This design comes from an exercise in tuning for small area and a short achievable clock period on the open sky130 flow, not from production work.
The RTL was checked by simulation tests, not by an equivalence proof against the original design.

## the baseline
==> module rv16_div_unit, before the edit <==
module rv16_div_unit(a, b, b3, q);
	parameter DATA = 16;
	parameter K = 4;
	input  [DATA-1:0] a, b;
	output [DATA-1:0] q;
	input  [DATA+1:0] b3;
	wire [K-1:0] at = a[DATA-1 -: K];
	wire [K-1:0] bl = b[K-1:0];
	wire bigk = |b[DATA-1:K];
	wire [K-1:0] qt, rt;
	rv16_div_top4 TOP (.at(at), .bl(bl), .q(qt), .r(rt));
	wire [K-1:0] q0 = bigk ? {K{1'b0}} : qt;
	wire [K-1:0] r0 = bigk ? at : rt;
	assign q[DATA-1 -: K] = q0;
	localparam NR = (DATA - K) / 2;
	wire [DATA*(NR+1)-1:0] rem;
	assign rem[0 +: DATA] = {{(DATA-K){1'b0}}, r0};
	genvar i;
	generate
		for (i = 1; i <= NR; i = i + 1) begin : ROW
			localparam W = K + 2*i;
			wire [W-1:0] t = {rem[(i-1)*DATA +: W-2], a[DATA-1-K-2*(i-1) -: 2]};
			wire [W:0] d1, d2, d3;
			wire big1, big2, big3;
			wire ge1, ge2, ge3;
			if (W == DATA) begin : HL
				assign big1 = 1'b0;
				assign big2 = b[DATA-1];
				assign big3 = |b3[DATA+1:DATA];
			end else begin : HN
				assign big1 = |b[DATA-1:W];
				assign big2 = |b[DATA-1:W-1];
				assign big3 = |b3[DATA+1:W];
			end
			assign d1 = {1'b0, t} - {1'b0, b[W-1:0]};
			assign d2 = {1'b0, t} - {1'b0, b[W-2:0], 1'b0};
			assign d3 = {1'b0, t} - {1'b0, b3[W-1:0]};
			assign ge1 = ~big1 & ~d1[W];
			assign ge2 = ~big2 & ~d2[W];
			assign ge3 = ~big3 & ~d3[W];
			assign q[DATA-1-K-2*(i-1)] = ge2;
			assign q[DATA-2-K-2*(i-1)] = ge3 | (ge1 & ~ge2);
			if (i < NR) begin : RM
				assign rem[i*DATA +: W] = ge3 ? d3[W-1:0] : ge2 ? d2[W-1:0] : ge1 ? d1[W-1:0] : t;
				assign rem[i*DATA+W +: DATA-W] = {(DATA-W){1'b0}};
			end else begin : RL
				assign rem[i*DATA +: DATA] = {DATA{1'b0}};
			end
		end
	endgenerate
endmodule
Settings: LEC_CHECK=0, ABC_AREA=1, CAP_MARGIN=20, CORE_MARGIN=2, CORE_UTILIZATION=40, SLEW_MARGIN=20; clock period 66.0 ns.
run.sh (not shown) runs the stock make flow with config.mk's settings and CLKGATE_MAP_FILE= SYNTH_SCRIPT=/design/flow/synth_recipe.tcl, a recipe that flattens the netlist after the stock synthesis.
Edits applied to the flow inputs when going from the baseline to the candidate:
diff --git a/flow/design.v b/flow/design.v
--- a/flow/design.v
+++ b/flow/design.v
@@ -244,11 +244,11 @@
 				assign big2 = b[DATA-1];
 				assign big3 = |b3[DATA+1:DATA];
 			end else begin : HN
 				assign big1 = |b[DATA-1:W];
 				assign big2 = |b[DATA-1:W-1];
-				assign big3 = |b3[DATA+1:W];
+				assign big3 = b >= ((2**W + 2) / 3);
 			end
 			assign d1 = {1'b0, t} - {1'b0, b[W-1:0]};
 			assign d2 = {1'b0, t} - {1'b0, b[W-2:0], 1'b0};
 			assign d3 = {1'b0, t} - {1'b0, b3[W-1:0]};
 			assign ge1 = ~big1 & ~d1[W];
==> comparison <==
- Max instance count of the mapped netlist across the baseline and the candidate: the candidate
- When the candidate is measured against the baseline, its design area turns out about 0.6% higher.
- From the baseline to the candidate the numbers moved as follows: layout overhead on the synthesized area dropped 0.20 points; final setup violation count barely changed; register-to-register slack climbed 0.39 ns.
- | full die area | the candidate vs the baseline | 530 sq um higher |
- The setup slack in the candidate was higher than what the baseline gave.
- The higher via count came out of the candidate.
- Compared the candidate against the baseline; adder and majority cell fraction of the synthesized area within noise.
- On utilization of the core after routing, the baseline tracks the candidate almost exactly.

========
P:
Another version of the RTL of rv16_cpu_top (not shown whole).
For scale: roughly 3400 cells after synthesis, about 260 flip-flops, about 66 I/O pins, ~0.026 mm² of cells after synthesis.
==> module rv16_add_unit, before the edit <==
module rv16_add_unit(a, b, sub, dbl, y, b3hi, px, pa);
	parameter DATA = 16;
	input [DATA-1:0] a, b;
	input sub, dbl;
	output [DATA-1:0] y;
	output [1:0] b3hi;
	output [DATA-1:0] px, pa;
	wire [DATA-1:0] x = dbl ? {b[DATA-2:0], 1'b0} : a;
	wire [DATA-1:0] bb = b ^ {DATA{sub}};
	assign px = x ^ bb;
	assign pa = x & bb;
	wire [DATA:0] s = {1'b0, x} + {1'b0, bb} + {{DATA{1'b0}}, sub};
	assign y = s[DATA-1:0];
	assign b3hi = {b[DATA-1] & s[DATA], b[DATA-1] ^ s[DATA]};
endmodule
==> module rv16_div_unit, before the edit <==
module rv16_div_unit(a, b, b3, q);
	parameter DATA = 16;
	parameter K = 4;
	input  [DATA-1:0] a, b;
	output [DATA-1:0] q;
	input  [DATA+1:0] b3;
	wire [K-1:0] at = a[DATA-1 -: K];
	wire [K-1:0] bl = b[K-1:0];
	wire bigk = |b[DATA-1:K];
	wire [K-1:0] qt, rt;
	rv16_div_top4 TOP (.at(at), .bl(bl), .q(qt), .r(rt));
	wire [K-1:0] q0 = bigk ? {K{1'b0}} : qt;
	wire [K-1:0] r0 = bigk ? at : rt;
	assign q[DATA-1 -: K] = q0;
	localparam NR = (DATA - K) / 2;
	wire [DATA*(NR+1)-1:0] rem;
	assign rem[0 +: DATA] = {{(DATA-K){1'b0}}, r0};
	genvar i;
	generate
		for (i = 1; i <= NR; i = i + 1) begin : ROW
			localparam W = K + 2*i;
			wire [W-1:0] t = {rem[(i-1)*DATA +: W-2], a[DATA-1-K-2*(i-1) -: 2]};
			wire [W:0] d1, d2, d3;
			wire big1, big2, big3;
			wire ge1, ge2, ge3;
			if (W == DATA) begin : HL
				assign big1 = 1'b0;
				assign big2 = b[DATA-1];
				assign big3 = |b3[DATA+1:DATA];
			end else begin : HN
				assign big1 = |b[DATA-1:W];
				assign big2 = |b[DATA-1:W-1];
				assign big3 = b >= ((2**W + 2) / 3);
			end
			assign d1 = {1'b0, t} - {1'b0, b[W-1:0]};
			assign d2 = {1'b0, t} - {1'b0, b[W-2:0], 1'b0};
			assign d3 = {1'b0, t} - {1'b0, b3[W-1:0]};
			assign ge1 = ~big1 & ~d1[W];
			assign ge2 = ~big2 & ~d2[W];
			assign ge3 = ~big3 & ~d3[W];
			assign q[DATA-1-K-2*(i-1)] = ge2;
			assign q[DATA-2-K-2*(i-1)] = ge3 | (ge1 & ~ge2);
			if (i < NR) begin : RM
				assign rem[i*DATA +: W] = ge3 ? d3[W-1:0] : ge2 ? d2[W-1:0] : ge1 ? d1[W-1:0] : t;
				assign rem[i*DATA+W +: DATA-W] = {(DATA-W){1'b0}};
			end else begin : RL
				assign rem[i*DATA +: DATA] = {DATA{1'b0}};
			end
		end
	endgenerate
endmodule
==> module rv16_cpu_top, before the edit <==
module rv16_cpu_top(rv16_cpu_clock, rv16_cpu_reset, rv16_cpu_dminstr_in, rv16_cpu_dmdata_in, rv16_cpu_addr_out, rv16_cpu_dmdata_out);
	parameter DATA = 16;
	parameter OPCODE = 4;
	input rv16_cpu_clock;
	input rv16_cpu_reset;
	input [DATA-1:0]rv16_cpu_dminstr_in;
	input [DATA-1:0]rv16_cpu_dmdata_in;
	output reg [DATA-1:0]rv16_cpu_addr_out;
	output reg [DATA-1:0]rv16_cpu_dmdata_out;
	wire [OPCODE-1:0]opcode_out;
	wire [OPCODE-1:0]rs1_addr_out;
	wire [OPCODE-1:0]rs2_addr_out;
	wire [OPCODE-1:0]rd_addr_out;
	rv16_instr_dmux IDMUX (.rv16_dminstr_in(rv16_cpu_dminstr_in), .opcode_out(opcode_out), .rs1_addr_out(rs1_addr_out), .rs2_addr_out(rs2_addr_out), .rd_addr_out(rd_addr_out));
	wire [DATA-1:0]rs1_reg_out;
	wire [DATA-1:0]rs2_reg_out;
	wire [DATA-1:0]rd_fumux_out;
	rv16_register_file REGF (.rd_addr_in(rd_addr_out), .rs1_addr_in(rs1_addr_out), .rs2_addr_in(rs2_addr_out), .rd_reg_in(rd_fumux_out),
						.rv16_reg_clock(rv16_cpu_clock), .rv16_reg_reset(rv16_cpu_reset), .rs1_reg_out(rs1_reg_out), .rs2_reg_out(rs2_reg_out));
	wire [DATA-1:0]rd_addsub_out;
	wire [1:0] b3hi;
	wire div_op = opcode_out[1];
	wire [DATA-1:0] rd_xor_out, rd_and_out;
	rv16_add_unit ADDERUNIT (.a(rs1_reg_out), .b(rs2_reg_out), .sub(opcode_out == 4'd1), .dbl(div_op), .y(rd_addsub_out), .b3hi(b3hi),
		.px(rd_xor_out), .pa(rd_and_out));
	wire [DATA-1:0]rd_mult_out;
	rv16_mult_unit MULTUNIT (.a(rs1_reg_out), .b(rs2_reg_out), .p(rd_mult_out));
	wire [DATA-1:0]rd_div_quo;
	rv16_div_unit DIVUNIT (.a(rs1_reg_out), .b(rs2_reg_out), .b3({b3hi, rd_addsub_out}), .q(rd_div_quo));
	wire [DATA-1:0]rd_or_out;
	rv16_or_unit ORUNIT (rs1_reg_out, rs2_reg_out, rd_or_out);
	rv16_rd_fumux RDMUX (rd_addsub_out, rd_mult_out, rd_div_quo, rd_xor_out, rd_and_out, rd_or_out, rv16_cpu_dmdata_in,
		opcode_out, rd_fumux_out);
	always @(posedge rv16_cpu_clock)
		begin
			if(rv16_cpu_reset)
				begin
					rv16_cpu_addr_out   <= 0;
					rv16_cpu_dmdata_out <= 0;
				end
			else
				begin
					rv16_cpu_addr_out   <= {{(DATA-OPCODE){1'b0}}, rd_addr_out};
					rv16_cpu_dmdata_out <= rd_fumux_out;
				end
		end
endmodule
Settings: LEC_CHECK=0, ABC_AREA=1, CAP_MARGIN=20, CORE_MARGIN=2, CORE_UTILIZATION=40, SLEW_MARGIN=20; clock period 66.0 ns.
P reached the end of the flow, and the finished layout is clean on the timing, DRC and antenna checks.
Modified inputs, Q compared to P
diff --git a/flow/design.v b/flow/design.v
--- a/flow/design.v
+++ b/flow/design.v
@@ -34,20 +34,12 @@
 	assign rs1_reg_out = rd_ports[rs1_addr_in];
 	assign rs2_reg_out = rd_ports[rs2_addr_in];
 endmodule
-module rv16_add_unit(a, b, sub, dbl, y, b3hi, px, pa);
+module rv16_add_unit(a, b, sub, y);
 	parameter DATA = 16;
 	input [DATA-1:0] a, b;
-	input sub, dbl;
+	input sub;
 	output [DATA-1:0] y;
-	output [1:0] b3hi;
-	output [DATA-1:0] px, pa;
-	wire [DATA-1:0] x = dbl ? {b[DATA-2:0], 1'b0} : a;
-	wire [DATA-1:0] bb = b ^ {DATA{sub}};
-	assign px = x ^ bb;
-	assign pa = x & bb;
-	wire [DATA:0] s = {1'b0, x} + {1'b0, bb} + {{DATA{1'b0}}, sub};
-	assign y = s[DATA-1:0];
-	assign b3hi = {b[DATA-1] & s[DATA], b[DATA-1] ^ s[DATA]};
+	assign y = a + (b ^ {DATA{sub}}) + {{(DATA-1){1'b0}}, sub};
 endmodule
 module rv16_mult_unit(a, b, p);
 	parameter DATA = 16;
@@ -218,12 +210,12 @@
 	wire s71 = s69 ^ s70;
 	assign p = {s71, s63, s55, s48, s41, s35, s29, s24, s19, s15, s11, s8, s5, s3, s1, s0};
 endmodule
-module rv16_div_unit(a, b, b3, q);
+module rv16_div_unit(a, b, q);
 	parameter DATA = 16;
 	parameter K = 4;
 	input  [DATA-1:0] a, b;
 	output [DATA-1:0] q;
-	input  [DATA+1:0] b3;
+	wire [DATA+1:0] b3 = {2'b00, b} + {1'b0, b, 1'b0};
 	wire [K-1:0] at = a[DATA-1 -: K];
 	wire [K-1:0] bl = b[K-1:0];
 	wire bigk = |b[DATA-1:K];
@@ -592,15 +584,15 @@
 	rv16_register_file REGF (.rd_addr_in(rd_addr_out), .rs1_addr_in(rs1_addr_out), .rs2_addr_in(rs2_addr_out), .rd_reg_in(rd_fumux_out),
 						.rv16_reg_clock(rv16_cpu_clock), .rv16_reg_reset(rv16_cpu_reset), .rs1_reg_out(rs1_reg_out), .rs2_reg_out(rs2_reg_out));
 	wire [DATA-1:0]rd_addsub_out;
-	wire [1:0] b3hi;
-	wire div_op = opcode_out[1];
-	wire [DATA-1:0] rd_xor_out, rd_and_out;
-	rv16_add_unit ADDERUNIT (.a(rs1_reg_out), .b(rs2_reg_out), .sub(opcode_out == 4'd1), .dbl(div_op), .y(rd_addsub_out), .b3hi(b3hi),
-		.px(rd_xor_out), .pa(rd_and_out));
+	rv16_add_unit ADDERUNIT (.a(rs1_reg_out), .b(rs2_reg_out), .sub(opcode_out[0]), .y(rd_addsub_out));
 	wire [DATA-1:0]rd_mult_out;
 	rv16_mult_unit MULTUNIT (.a(rs1_reg_out), .b(rs2_reg_out), .p(rd_mult_out));
 	wire [DATA-1:0]rd_div_quo;
-	rv16_div_unit DIVUNIT (.a(rs1_reg_out), .b(rs2_reg_out), .b3({b3hi, rd_addsub_out}), .q(rd_div_quo));
+	rv16_div_unit DIVUNIT (.a(rs1_reg_out), .b(rs2_reg_out), .q(rd_div_quo));
+	wire [DATA-1:0]rd_xor_out;
+	rv16_xor_unit XORUNIT (.rs1_xor_in(rs1_reg_out), .rs2_xor_in(rs2_reg_out), .rd_xor_out(rd_xor_out));
+	wire [DATA-1:0]rd_and_out;
+	rv16_and_unit ANDUNIT (rs1_reg_out, rs2_reg_out, rd_and_out);
 	wire [DATA-1:0]rd_or_out;
 	rv16_or_unit ORUNIT (rs1_reg_out, rs2_reg_out, rd_or_out);
 	rv16_rd_fumux RDMUX (rd_addsub_out, rd_mult_out, rd_div_quo, rd_xor_out, rd_and_out, rd_or_out, rv16_cpu_dmdata_in,
- Every stage of the flow completed for Q, and the final layout passed the timing, DRC and antenna checks.
- P did not stop at any stage, and its layout met the timing, DRC and antenna checks.
- Re worst hold slack after final layout: Q and P aren't equal, and the lower value belongs to P.
- Q gives more summed area of non-filler cells in the final layout than P did.
- On number of buffers inserted during clock tree synthesis: Q sits above P.
- Q reports a lower number of antenna violations at the first check in global routing than P does.
- Diff Q..P | first-pass GRT wire length | negligible
- Looking at final-layout clock buffer total, Q sits 5 higher than P does.
- Q vs P — critical path depth dropped by a little under 10%
- Summary of Q over P: met2 usage -2.6 points; non-clock buffer total of the final layout went up about 10%.

-- separate check: timing with driven ports --
No port has a modelled driver above. Below, the same layouts with a new extraction and two added sets of constraints. Step 1, drivers: a clkbuf_16 drives rv16_cpu_clock and a buf_2 each remaining input, both assumed. Step 2 adds t to the input delays and takes it off the output delays; t is the mean of the earliest and latest rising clock arrival at the registers after step 1. Input paths then give back, and output paths get back, about the clock's delay inside the block. a / b / c = ideal / step 1 / step 2; a / b = the first two.
run	t, ns	setup WS [ns]	clock arrival spread, ns	worst register clock-pin slew, ns
the baseline	0.615	33.795 / 33.822 / 33.208	0.025 / 0.025	0.08 / 0.08
the candidate	0.596	34.360 / 34.385 / 33.789	0.024 / 0.024	0.07 / 0.07
P	0.591	33.941 / 33.967 / 33.375	0.017 / 0.017	0.07 / 0.07
Q	0.591	34.679 / 34.710 / 34.119	0.017 / 0.017	0.07 / 0.07
After both steps every run listed still meets setup and hold. For the baseline, which loses most, drivers alone change the setup slack by +0.027 ns; drivers and shift together by -0.587 ns.
